Context: an optimization exercise on an open-source flow, tuned for small area. The choices shown serve that exercise and are no tape-out recipe.
Only simulation tests tie the RTL to the original design; equivalence was not proved.
Power is estimated from default activity; no workload was simulated.

## build 76
## Trabalho3
module Trabalho3(address, data_in, read_write, clock, enable, data_out);
	input [2:0] address;
	input [31:0] data_in;
	input read_write;    
	input clock;
	input enable;
	output [31:0] data_out;
	reg [31:0] reg_out;
	reg [31:0] regs [0:7];
	wire rd = enable & read_write;
	wire wr = enable & ~read_write;
	wire [7:0] rsel;
	wire hold = ~rd;
	genvar i;
	generate
		for (i = 0; i < 8; i = i + 1) begin : g
			assign rsel[i] = rd & (address == i);
			always @(posedge clock)
				if (wr && address == i)
					regs[i] <= data_in;
		end
	endgenerate
	wire [31:0] next_out =
		({32{rsel[0]}} & regs[0]) | ({32{rsel[1]}} & regs[1]) |
		({32{rsel[2]}} & regs[2]) | ({32{rsel[3]}} & regs[3]) |
		({32{rsel[4]}} & regs[4]) | ({32{rsel[5]}} & regs[5]) |
		({32{rsel[6]}} & regs[6]) | ({32{rsel[7]}} & regs[7]) |
		({32{hold}} & reg_out);
	always @(posedge clock)
		reg_out <= next_out;
	assign data_out = reg_out;
endmodule
For scale: about 450 cells after synthesis, ~70 I/O pins, about 9600 um2 of cells after synthesis.
Settings: LEC_CHECK=0, CAP_MARGIN=5, CORE_MARGIN=2, CORE_UTILIZATION=65, PLACE_DENSITY=0.75, SLEW_MARGIN=5; clock period 5.0 ns.
standard.sh (not shown) runs the stock make flow with config.mk's settings and CLKGATE_MAP_FILE= SYNTH_SCRIPT=/design/flow/synth_recipe.tcl, a recipe that flattens the netlist after the stock synthesis.
==> flow/flow/run.sh <==
#!/bin/bash
# Layout flow: standard synthesis, then the combinational logic is replaced by a
# hand-mapped netlist (same registers, names and cell types), then the standard
# ORFS layout steps with smaller port buffers.
set -euo pipefail
R=orfs/results/sky130hd/Trabalho3/base
bash standard.sh synth > synth_standard.log 2>&1
cp $R/1_2_yosys.v synth_standard.v
python3 flow/gen_netlist.py synth_standard.v synth_mapped.v > gen_netlist.log 2>&1
cp synth_mapped.v $R/1_2_yosys.v
rm -f $R/1_synth.odb $R/1_synth.sdc
bash standard.sh synth > synth_odb.log 2>&1
bash standard.sh BUFFER_PORTS_ARGS="-buffer_cell sky130_fd_sc_hd__buf_1" CTS_ARGS="-sink_clustering_enable -repair_clock_nets -dont_use_dummy_load -buf_list sky130_fd_sc_hd__clkbuf_8 -sink_clustering_size 20 -sink_clustering_max_diameter 60" finish > layout.log 2>&1
Other scripts of this flow, unchanged in this note and not shown: flow/flow/gen_netlist.py
In summary, build 76 completed successfully, with a layout that passed the timing, design-rule and antenna checks.
Input-level comparison between build 46 and build 76:
- a change of CAP_MARGIN from 5 to 20
- a change of CORE_UTILIZATION from 65 to 40
- an added CTS_BUF_LIST of sky130_fd_sc_hd__clkbuf_4 sky130_fd_sc_hd__clkbuf_8
- a change of SLEW_MARGIN from 5 to 20
- a deleted PLACE_DENSITY that had been 0.75
--- a/flow/flow/run.sh
+++ b/flow/flow/run.sh
@@ -13 +13 @@
-bash standard.sh BUFFER_PORTS_ARGS="-buffer_cell sky130_fd_sc_hd__buf_1" CTS_ARGS="-sink_clustering_enable -repair_clock_nets -dont_use_dummy_load -buf_list sky130_fd_sc_hd__clkbuf_8 -sink_clustering_size 20 -sink_clustering_max_diameter 60" finish > layout.log 2>&1
+bash standard.sh BUFFER_PORTS_ARGS="-buffer_cell sky130_fd_sc_hd__buf_1" finish > layout.log 2>&1
## What came out
- For HPWL after detailed placement, dividing the value from build 46 by the value from build 76 gives 1.07.
- The clock period minus final worst setup slack reported for build 46 is smaller than that of build 76 by 38 ps.
- Sort build 46 and build 76 by worst hold slack, ascending, and build 46 comes first.
- On power density over cell area: between build 46 and build 76, it ends up higher for build 46.
- DRC violation count after routing came out exactly the same in build 46 and build 76.
- Worst endpoint required time: build 46 < build 76
- Build 76 → build 46: total power went up by 0.00099 W, setup slack went up by 38 ps, fraction of layout cells with a size suffix above 1 went up by 9.0 points.
- Met3 routing resource usage after global routing essentially unchanged between build 46 and build 76.
Relative to build 46, the following input files were edited for build 7:
- PLACE_DENSITY newly set to 0.85
- CAP_MARGIN changed from 20 to 5
- CORE_UTILIZATION changed from 40 to 75
- SLEW_MARGIN changed from 20 to 5
- CTS_BUF_LIST removed (was sky130_fd_sc_hd__clkbuf_4 sky130_fd_sc_hd__clkbuf_8)
--- a/flow/flow/run.sh
+++ b/flow/flow/run.sh
@@ -13 +13 @@
-bash standard.sh BUFFER_PORTS_ARGS="-buffer_cell sky130_fd_sc_hd__buf_1" finish > layout.log 2>&1
+bash standard.sh BUFFER_PORTS_ARGS="-buffer_cell sky130_fd_sc_hd__buf_1" CTS_ARGS="-sink_clustering_enable -repair_clock_nets -dont_use_dummy_load -buf_list sky130_fd_sc_hd__clkbuf_8 -sink_clustering_size 16 -sink_clustering_max_diameter 70" finish > layout.log 2>&1
==> run notes <==
Build 7 ended with every stage complete and zero timing, DRC or antenna violations. Between build 46 and build 7, footprint of the multi-input gates increased. Build 46 → build 7: highest clock rate saw a decrease; number of global-route vias before repair lower; total wirelength of the detailed-routed design fell about 3.5%; total power down 19%; pre-CTS setup slack saw a decrease. Final critical-path required period in build 7 is 350 ps higher than in build 46. From build 46 to build 7 the numbers moved as follows: number of buffers inserted during clock tree synthesis went down by 21; post-layout worst setup margin down 350 ps.
Edits applied to the flow inputs when going from build 7 to build 41:
- CAP_MARGIN now 20, was 5
- CORE_UTILIZATION now 65, was 75
- SLEW_MARGIN now 20, was 5
- PLACE_DENSITY now 0.75, was 0.85
--- a/flow/flow/run.sh
+++ b/flow/flow/run.sh
@@ -13 +13 @@
-bash standard.sh BUFFER_PORTS_ARGS="-buffer_cell sky130_fd_sc_hd__buf_1" CTS_ARGS="-sink_clustering_enable -repair_clock_nets -dont_use_dummy_load -buf_list sky130_fd_sc_hd__clkbuf_8 -sink_clustering_size 16 -sink_clustering_max_diameter 70" finish > layout.log 2>&1
+bash standard.sh BUFFER_PORTS_ARGS="-buffer_cell sky130_fd_sc_hd__buf_1" CTS_ARGS="-sink_clustering_enable -repair_clock_nets -dont_use_dummy_load -buf_list sky130_fd_sc_hd__clkbuf_8 -sink_clustering_size 20 -sink_clustering_max_diameter 60" finish > layout.log 2>&1
## What came out
All of build 7 and build 41 finish clean.
Compared to build 7, build 41 was floorplanned on a bigger die.
When the final numbers for build 7 and build 41 were put side by side, the fmax turned out to be smaller in build 7.
Build 41 ends up with a shortest clock period the worst path allows after layout that is 280 ps lower than in build 7.
Build 7 → build 41: design internal power lower, cell row count rose 7.3%.


## P
Trabalho3 again, from the RTL that the note above started with.
// Trabalho3
module Trabalho3(address, data_in, read_write, clock, enable, data_out);
	input [2:0] address;
	input [31:0] data_in;
	input read_write;    
	input clock;
	input enable;
	output [31:0] data_out;
	reg [31:0] reg_out;
	reg [31:0] regs [0:7];
	wire rd = enable & read_write;
	wire wr = enable & ~read_write;
	wire [7:0] rsel;
	wire hold = ~rd;
	genvar i;
	generate
		for (i = 0; i < 8; i = i + 1) begin : g
			assign rsel[i] = rd & (address == i);
			always @(posedge clock)
				if (wr && address == i)
					regs[i] <= data_in;
		end
	endgenerate
	wire [31:0] next_out =
		({32{rsel[0]}} & regs[0]) | ({32{rsel[1]}} & regs[1]) |
		({32{rsel[2]}} & regs[2]) | ({32{rsel[3]}} & regs[3]) |
		({32{rsel[4]}} & regs[4]) | ({32{rsel[5]}} & regs[5]) |
		({32{rsel[6]}} & regs[6]) | ({32{rsel[7]}} & regs[7]) |
		({32{hold}} & reg_out);
	always @(posedge clock)
		reg_out <= next_out;
	assign data_out = reg_out;
endmodule
Settings: LEC_CHECK=0, CAP_MARGIN=5, CORE_MARGIN=2, CORE_UTILIZATION=65, PLACE_DENSITY=0.75, SLEW_MARGIN=5; clock period 5.0 ns.
==> flow/flow/run.sh <==
#!/bin/bash
# Layout flow: standard synthesis, then the combinational logic is replaced by a
# hand-mapped netlist (same registers, names and cell types), then the standard
# ORFS layout steps with smaller port buffers.
set -euo pipefail
R=orfs/results/sky130hd/Trabalho3/base
bash standard.sh synth > synth_standard.log 2>&1
cp $R/1_2_yosys.v synth_standard.v
python3 flow/gen_netlist.py synth_standard.v synth_mapped.v > gen_netlist.log 2>&1
cp synth_mapped.v $R/1_2_yosys.v
rm -f $R/1_synth.odb $R/1_synth.sdc
bash standard.sh synth > synth_odb.log 2>&1
bash standard.sh BUFFER_PORTS_ARGS="-buffer_cell sky130_fd_sc_hd__buf_1" CTS_ARGS="-sink_clustering_enable -repair_clock_nets -dont_use_dummy_load -buf_list sky130_fd_sc_hd__clkbuf_8 -sink_clustering_size 16 -sink_clustering_max_diameter 70" finish > layout.log 2>&1
==> flow/flow/gen_netlist.py <==
#!/usr/bin/env python3
"""Write a hand-mapped gate netlist of Trabalho3 (same registers, same names
and cell types as the standard synthesis of rtl/Trabalho02.v).

usage: gen_netlist.py STANDARD_1_2_yosys.v OUT.v
Exits non-zero if the standard netlist's registers are not the expected ones.
"""
import re, sys

P = 'sky130_fd_sc_hd__'
std = open(sys.argv[1]).read()

# registers of the standard synthesis: (cell type, instance name)
regs = set(re.findall(r'(sky130_fd_sc_hd__\w*df\w*)\s+(\\\S+|\w+)\s*\(', std))
want = set()
for i in range(8):
    for b in range(32):
        want.add((P + 'edfxtp_1', '\\regs[%d][%d]$_DFFE_PP_' % (i, b)))
for b in range(32):
    want.add((P + 'dfxtp_1', '\\reg_out[%d]$_DFF_P_' % b))
if regs != want:
    sys.stderr.write('register set differs from expected: %d extra, %d missing\n'
                     % (len(regs - want), len(want - regs)))
    sys.exit(1)

wires = []
cells = []
n = [0]


def cell(typ, **pins):
    n[0] += 1
    conn = ', '.join('.%s(%s)' % (k, v) for k, v in pins.items())
    cells.append('  %s%s g%d (%s);' % (P, typ, n[0], conn))


def w(name):
    wires.append(name)
    return name


# address / control decode
na0, na1, na2, nrw = w('na0'), w('na1'), w('na2'), w('nrw')
cell('inv_1', A='address[0]', Y=na0)
cell('inv_1', A='address[1]', Y=na1)
cell('inv_1', A='address[2]', Y=na2)
cell('inv_1', A='read_write', Y=nrw)
a2 = ['na2', 'address[2]']
a1 = ['na1', 'address[1]']
a0 = ['address[0]', 'na0']   # nor2 input that must be 0 for bit value v
we, sel = [], []
for k in range(4):
    # active-low "write to pair k" / "read from pair k"
    nw = w('nwp%d' % k)
    nr = w('nrp%d' % k)
    cell('nand4_1', A='enable', B='nrw', C=a2[k >> 1], D=a1[k & 1], Y=nw)
    cell('nand4_1', A='enable', B='read_write', C=a2[k >> 1], D=a1[k & 1], Y=nr)
    for v in range(2):
        i = 2 * k + v
        we.append(w('we%d' % i))
        sel.append(w('rs%d' % i))
        cell('nor2_1', A=nw, B=a0[v], Y=we[i])
        cell('nor2_1', A=nr, B=a0[v], Y=sel[i])
hold = w('hold')
cell('nand2_1', A='enable', B='read_write', Y=hold)

# storage: D = data_in, DE = write enable of the row
flops = []
for i in range(8):
    for b in range(32):
        q = '\\regs[%d][%d] ' % (i, b)
        wires.append(q)
        flops.append('  %sedfxtp_1 \\regs[%d][%d]$_DFFE_PP_  (.CLK(clock), .D(data_in[%d]), .DE(%s), .Q(%s));'
                     % (P, i, b, b, we[i], q))

# output register: D = OR of (select & value) over the 8 rows and the hold term
for b in range(32):
    r = ['\\regs[%d][%d] ' % (i, b) for i in range(8)]
    n1, n2, n3, d = w('m%da' % b), w('m%db' % b), w('m%dc' % b), w('nx%d' % b)
    cell('a222oi_1', A1=sel[0], A2=r[0], B1=sel[1], B2=r[1], C1=sel[2], C2=r[2], Y=n1)
    cell('a222oi_1', A1=sel[3], A2=r[3], B1=sel[4], B2=r[4], C1=sel[5], C2=r[5], Y=n2)
    cell('a222oi_1', A1=sel[6], A2=r[6], B1=sel[7], B2=r[7], C1=hold, C2='data_out[%d]' % b, Y=n3)
    cell('nand3_1', A=n1, B=n2, C=n3, Y=d)
    flops.append('  %sdfxtp_1 \\reg_out[%d]$_DFF_P_  (.CLK(clock), .D(%s), .Q(data_out[%d]));'
                 % (P, b, d, b))

out = ['module Trabalho3(address, data_in, read_write, clock, enable, data_out);',
       '  input [2:0] address;', '  input [31:0] data_in;', '  input read_write;',
       '  input clock;', '  input enable;', '  output [31:0] data_out;']
out += ['  wire %s;' % x for x in wires]
out += flops + cells + ['endmodule', '']
open(sys.argv[2], 'w').write('\n'.join(out))
Here is what was changed in the inputs of Q compared with P.
# P
export LEC_CHECK = 0
export CAP_MARGIN = 5
export CORE_MARGIN = 2
export CORE_UTILIZATION = 65
export PLACE_DENSITY = 0.75
export SLEW_MARGIN = 5
create_clock -name core_clock -period 5.0 [get_ports {clock}]
# Q
export LEC_CHECK = 0
export CAP_MARGIN = 5
export CORE_MARGIN = 2
export CORE_UTILIZATION = 75
export PLACE_DENSITY = 0.85
export SLEW_MARGIN = 5
create_clock -name core_clock -period 5.0 [get_ports {clock}]
--- a/flow/flow/gen_netlist.py
+++ b/flow/flow/gen_netlist.py
@@ -60,6 +60,6 @@
         we.append(w('we%d' % i))
         sel.append(w('rs%d' % i))
-        cell('nor2_1', A=nw, B=a0[v], Y=we[i])
-        cell('nor2_1', A=nr, B=a0[v], Y=sel[i])
+        cell('nor2_4', A=nw, B=a0[v], Y=we[i])
+        cell('nor2_4', A=nr, B=a0[v], Y=sel[i])
 hold = w('hold')
 cell('nand2_1', A='enable', B='read_write', Y=hold)
Notes after the runs:
Routed wire length went down slightly going from P to Q.
[compare] base=P new=Q: clock buffer count in the final layout was more or less identical; met2 wirelength from detailed routing lost about 7%; TritonCTS buffer count saw little to no change.
Comparing mean instance size in the synthesized netlist for P and Q, the bigger number came from Q.
Q ended with less count of filler cells inserted in the layout than P.
Final cell area excluding filler cells of Q is on par with P.

[separate check: timing with driven ports]
No port has a modelled driver above. Below, the same layouts with a new extraction and two added sets of constraints.
Step 1 sets driving cells, clkbuf_16 on the clock port and buf_2 on the other inputs (assumed; they add their load-dependent delay and slew).
Step 2 also shifts input and output timing later by t, the mid clock arrival at the registers, as if the neighbouring blocks saw the same clock.
Three values: no drivers, after step 1, after step 2; two values: the first two.
run	t (ns)	setup slack, ns	worst setup path at the end	worst register clock-pin slew, ns	worst slew at a driven data input, ns
build 76	0.539	2.015 / 2.027 / 1.488	input to register	0.11 / 0.11	0.06
build 46	0.567	2.053 / 2.067 / 1.500	input to register	0.07 / 0.07	0.07
build 7	0.538	1.708 / 1.711 / 1.172	input to register	0.10 / 0.10	0.06
build 41	0.530	1.990 / 2.000 / 1.470	input to register	0.11 / 0.11	0.06
P	0.548	2.017 / 2.026 / 1.478	input to register	0.10 / 0.10	0.06
Q	0.542	1.735 / 1.742 / 1.200	input to register	0.09 / 0.09	0.06
After both steps every run listed still meets setup and hold. For build 46, which loses most, drivers alone change the setup slack by +0.014 ns; drivers and shift together by -0.553 ns.
